Context: an optimization exercise on an open-source flow, tuned for small area, a short achievable clock period and few clock cycles per item. The choices shown serve that exercise and are no tape-out recipe.
At most, simulation tests tie the RTL to the original design; equivalence was not proved.
No activity file was given, so power comes from the tool's default toggle rates.

Setup of run 1:
## processor
module processor(clk, reset, start_pc, max_pc, output_reg_addr,
                 instr_addr, instr, data_addr, data_in,
                 wb_en, wb_addr, wb_data, halted, OUTPUT_REG);
Size: roughly 1600 cells after synthesis, ~290 flip-flops, roughly 99 I/O pins, ~17000 um^2 of cells after synthesis.
==> flow/config.mk <==
export PLATFORM = sky130hd
export DESIGN_NAME = processor
export DESIGN_NICKNAME = processor
export VERILOG_FILES = /design/flow/design.v
export SDC_FILE = /design/flow/constraint.sdc
export NUM_CORES = 4
export LEC_CHECK = 0
export CAP_MARGIN = 20
export CORE_MARGIN = 2
export CORE_UTILIZATION = 40
export CTS_BUF_LIST = sky130_fd_sc_hd__clkbuf_4 sky130_fd_sc_hd__clkbuf_8
export SETUP_SLACK_MARGIN = 1.5
export SLEW_MARGIN = 20
==> flow/constraint.sdc <==
create_clock -name core_clock -period 5.5 [get_ports {clk}]
set_input_delay 1.1000 -clock core_clock [delete_from_list [all_inputs] [get_ports {clk}]]
set_output_delay 1.1000 -clock core_clock [all_outputs]
set_load 0.01 [all_outputs]
run.sh (not shown) runs the stock make flow with config.mk's settings and CLKGATE_MAP_FILE= SYNTH_SCRIPT=/design/flow/synth_recipe.tcl, a recipe that flattens the netlist after the stock synthesis.
### run 1 -> run 2
- CTS_BUF_LIST removed (was sky130_fd_sc_hd__clkbuf_4 sky130_fd_sc_hd__clkbuf_8)
Findings:
- In run 2 relative to run 1, via count had gone up slightly.
- Between run 1 and run 2, the data required time of the worst path is higher for run 1.
- In run 2, the portion of total power attributed to the clock network came out 1.4 points above the value in run 1.
- Compared with run 1, in run 2 count of input and output buffers was more or less identical, hold slack went down by 0.021 ns, total power of the final layout went up by 96 uW, sequential share of layout area was more or less identical.
No functional check of the RTL was part of any run of this note.

Another version of the RTL of processor (not shown whole).
For scale: ~1,400 cells after synthesis, roughly 290 flip-flops, about 99 I/O pins, ~0.015 mm2 of cells after synthesis.
Settings: LEC_CHECK=0, ABC_CLOCK_PERIOD_IN_PS=1500, CAP_MARGIN=20, CORE_MARGIN=2, CORE_UTILIZATION=40, SETUP_SLACK_MARGIN=1.5, SLEW_MARGIN=20; clock period 5.5 ns.
The starting point went through all stages and came out clean.
Testbench counts at the start, summed over its fixed seeds: cycles 8,384, instructions 8,192.
Change:
ABC_CLOCK_PERIOD_IN_PS = not set   (was 1500)
The new run produced a clean layout.
Synthesized area does not change.
Worst setup slack is unchanged.
Register-to-register slack stays flat.
Clock-buffer cell count is unchanged.
Via count does not change.
Global-route usage stays the same.
Die area does not change.
Total power is unchanged.
Final cell count stays the same.
Change:
ABC_CLOCK_PERIOD_IN_PS = 2500   (was not set)
Effect: Total power stays the same; non-clock buffer count does not change; die area is unchanged; clock power hardly moves; sequential power hardly moves.

Setup of job 7315:
Another version of the RTL of processor (not shown whole).
Size in the first run: roughly 1400 cells after synthesis, roughly 290 flip-flops, about 16000 um2 of cells after synthesis.
// processor
module processor(clk, reset, start_pc, max_pc, output_reg_addr,
                 instr_addr, instr, data_addr, data_in,
                 wb_en, wb_addr, wb_data, halted, OUTPUT_REG);
clock: 5.5 ns
lec_check: 0
cap_margin: 20
core_margin: 2
core_utilization: 40
setup_slack_margin: 2.25
slew_margin: 20
standard.sh (not shown) runs the stock make flow with config.mk's settings and CLKGATE_MAP_FILE= SYNTH_SCRIPT=/design/flow/synth_recipe.tcl, a recipe that flattens the netlist after the stock synthesis.
==> flow/flow/run.sh <==
#!/bin/bash
# The standard layout (standard.sh: the standard flow's own ORFS flow and synthesis),
# with two changes: the port buffers are inserted as buf_1 cells (resized
# later by the flow's repair steps where timing needs it), and clock tree
# synthesis uses clkbuf_4/clkbuf_8 and inserts no dummy load cells.
set -euo pipefail
export BUFFER_PORTS_ARGS="-buffer_cell sky130_fd_sc_hd__buf_1"
export CTS_ARGS="-sink_clustering_enable -repair_clock_nets -dont_use_dummy_load -buf_list {sky130_fd_sc_hd__clkbuf_4 sky130_fd_sc_hd__clkbuf_8}"
bash standard.sh > standard.log 2>&1
Job 7315 ended with every stage complete and zero timing, DRC or antenna violations.
Testbench counts of job 7315, summed over its fixed seeds: cycles 8,384, instructions 8,192.
Setup changes, job 7315 to job 7510
# job 7315
export LEC_CHECK = 0
export CAP_MARGIN = 20
export CORE_MARGIN = 2
export CORE_UTILIZATION = 40
export SETUP_SLACK_MARGIN = 2.25
export SLEW_MARGIN = 20
create_clock -name core_clock -period 5.5 [get_ports {clk}]
# job 7510
export LEC_CHECK = 0
export CAP_MARGIN = 20
export CORE_MARGIN = 2
export CORE_UTILIZATION = 40
export SETUP_SLACK_MARGIN = 2.5
export SLEW_MARGIN = 20
create_clock -name core_clock -period 5.5 [get_ports {clk}]
==> flow/run.sh (new file) <==
#!/bin/bash
# synth_recipe.tcl (not shown) runs the flow's synth.tcl, then flattens the netlist and writes it again
# the make line also repeats each setting of config.mk as NAME=value (left out here)
make -C /OpenROAD-flow-scripts/flow DESIGN_CONFIG=/design/flow/config.mk WORK_HOME=/design/flow/orfs CLKGATE_MAP_FILE= SYNTH_SCRIPT=/design/flow/synth_recipe.tcl finish
removed: flow/flow/run.sh
removed: flow/standard.sh
- Of job 7315 and job 7510, the run reporting the lower length of the first detailed-routing pass in iterations was job 7510.
- Overall power of the completed layout: higher on job 7510
- Job 7510 vs job 7315, clock skew went up by 0.0051 ns.
Input changes introduced in job 6969 (baseline for comparison: job 7510):
# job 7510
export LEC_CHECK = 0
export CAP_MARGIN = 20
export CORE_MARGIN = 2
export CORE_UTILIZATION = 40
export SETUP_SLACK_MARGIN = 2.5
export SLEW_MARGIN = 20
create_clock -name core_clock -period 5.5 [get_ports {clk}]
# job 6969
export LEC_CHECK = 0
export CAP_MARGIN = 20
export CORE_MARGIN = 2
export CORE_UTILIZATION = 40
export SETUP_SLACK_MARGIN = 1.0
export SLEW_MARGIN = 20
create_clock -name core_clock -period 5.5 [get_ports {clk}]
### Flow results
Having completed the whole flow, job 6969 delivered a layout that passed the timing, DRC and antenna checks.
Taking job 7510 as the reference, in job 6969 share of the clock period used by the worst path after layout +9.7 points, wire length on met3 -about 16%, hold slack -0.010 ns, worst endpoint data arrival time +0.53 ns.
In the metrics for job 7510 and job 6969, the one carrying the higher combinational share of power is job 7510.
Global-route usage came out lower on job 6969 than on job 7510.
Measured against each other, job 7510 and job 6969 differ in overall power, the higher figure coming from job 7510.
multi-input combinational cells as the cell kind with the greatest summed area was reported by job 7510, and flip-flops and latches by job 6969.
Here is what was changed in the inputs of job 3493 compared with job 6969.
# job 6969
export LEC_CHECK = 0
export CAP_MARGIN = 20
export CORE_MARGIN = 2
export CORE_UTILIZATION = 40
export SETUP_SLACK_MARGIN = 1.0
export SLEW_MARGIN = 20
create_clock -name core_clock -period 5.5 [get_ports {clk}]
# job 3493
export LEC_CHECK = 0
export CAP_MARGIN = 20
export CORE_MARGIN = 2
export CORE_UTILIZATION = 50
export SETUP_SLACK_MARGIN = 1.5
export SLEW_MARGIN = 20
create_clock -name core_clock -period 5.5 [get_ports {clk}]
==> flow/flow/run.sh (new file) <==
#!/bin/bash
# The standard layout (standard.sh: the standard flow's own ORFS flow and synthesis),
# with two changes: the port buffers are inserted as buf_1 cells (resized
# later by the flow's repair steps where timing needs it), and clock tree
# synthesis uses clkbuf_4/clkbuf_8 and inserts no dummy load cells.
set -euo pipefail
export BUFFER_PORTS_ARGS="-buffer_cell sky130_fd_sc_hd__buf_1"
export CTS_ARGS="-sink_clustering_enable -repair_clock_nets -dont_use_dummy_load -buf_list {sky130_fd_sc_hd__clkbuf_4 sky130_fd_sc_hd__clkbuf_8}"
bash standard.sh > standard.log 2>&1
==> flow/standard.sh (new file) <==
#!/bin/bash
# synth_recipe.tcl (not shown) runs the flow's synth.tcl, then flattens the netlist and writes it again
# the make line also repeats each setting of config.mk as NAME=value (left out here)
make -C /OpenROAD-flow-scripts/flow DESIGN_CONFIG=/design/flow/config.mk WORK_HOME=/design/flow/orfs CLKGATE_MAP_FILE= SYNTH_SCRIPT=/design/flow/synth_recipe.tcl "${@:-finish}"
removed: flow/run.sh
[summary]
The flow did not stop early for job 3493: all stages ran, and the layout cleared the timing, DRC and antenna checks.
When job 3493 is set beside job 6969, its delay of the slowest cell on the worst path turns out to be 0.08 ns larger.
Non-clock buffer count: lower on job 3493
Taking job 6969 as the reference point, the combinational power of job 3493 falls by 12%.

## what the ideal ports hide
The results above use ideal ports. As a check the final layouts listed here were re-extracted and re-timed, cells and wires unchanged. Step 1 sets driving cells, clkbuf_16 on the clock port and buf_2 on the other inputs (assumed; they add their load-dependent delay and slew). Step 2 times the ports against the registers' clock, not the clock port: input delays grow and output delays shrink by t, the midpoint of the rising clock arrivals with the driver on. a / b / c = ideal ports / drivers / drivers and shift; a / b = the first two.
run	t (ns)	setup slack, ns	hold slack, ns	worst setup path at the end	cell pins on the clock port's net
run 1	0.703	1.434 / 1.465 / 0.763	0.500 / 0.500 / 0.500	input to register	1
run 2	0.605	1.427 / 1.457 / 0.852	0.479 / 0.479 / 0.479	input to register	1
the first run of note 2	0.657	1.000 / 0.961 / 0.834	0.572 / 0.572 / 0.572	input to register	1
the second run of note 2	0.657	1.000 / 0.961 / 0.834	0.572 / 0.572 / 0.572	input to register	1
the third run of note 2	0.657	1.000 / 0.961 / 0.834	0.572 / 0.572 / 0.572	input to register	1
job 7315	0.737	1.564 / 1.509 / 1.418	0.599 / 0.599 / 0.599	input to register	1
job 7510	0.600	1.633 / 1.592 / 1.592	0.624 / 0.624 / 0.624	input to output	1
job 6969	0.653	1.102 / 1.078 / 0.622	0.614 / 0.614 / 0.614	input to register	1
job 3493	0.617	1.378 / 1.356 / 0.775	0.626 / 0.626 / 0.626	input to register	1
After both steps setup and hold are still met in every run listed. For run 1, which loses most, drivers alone change the setup slack by +0.031 ns; drivers and shift together by -0.671 ns.
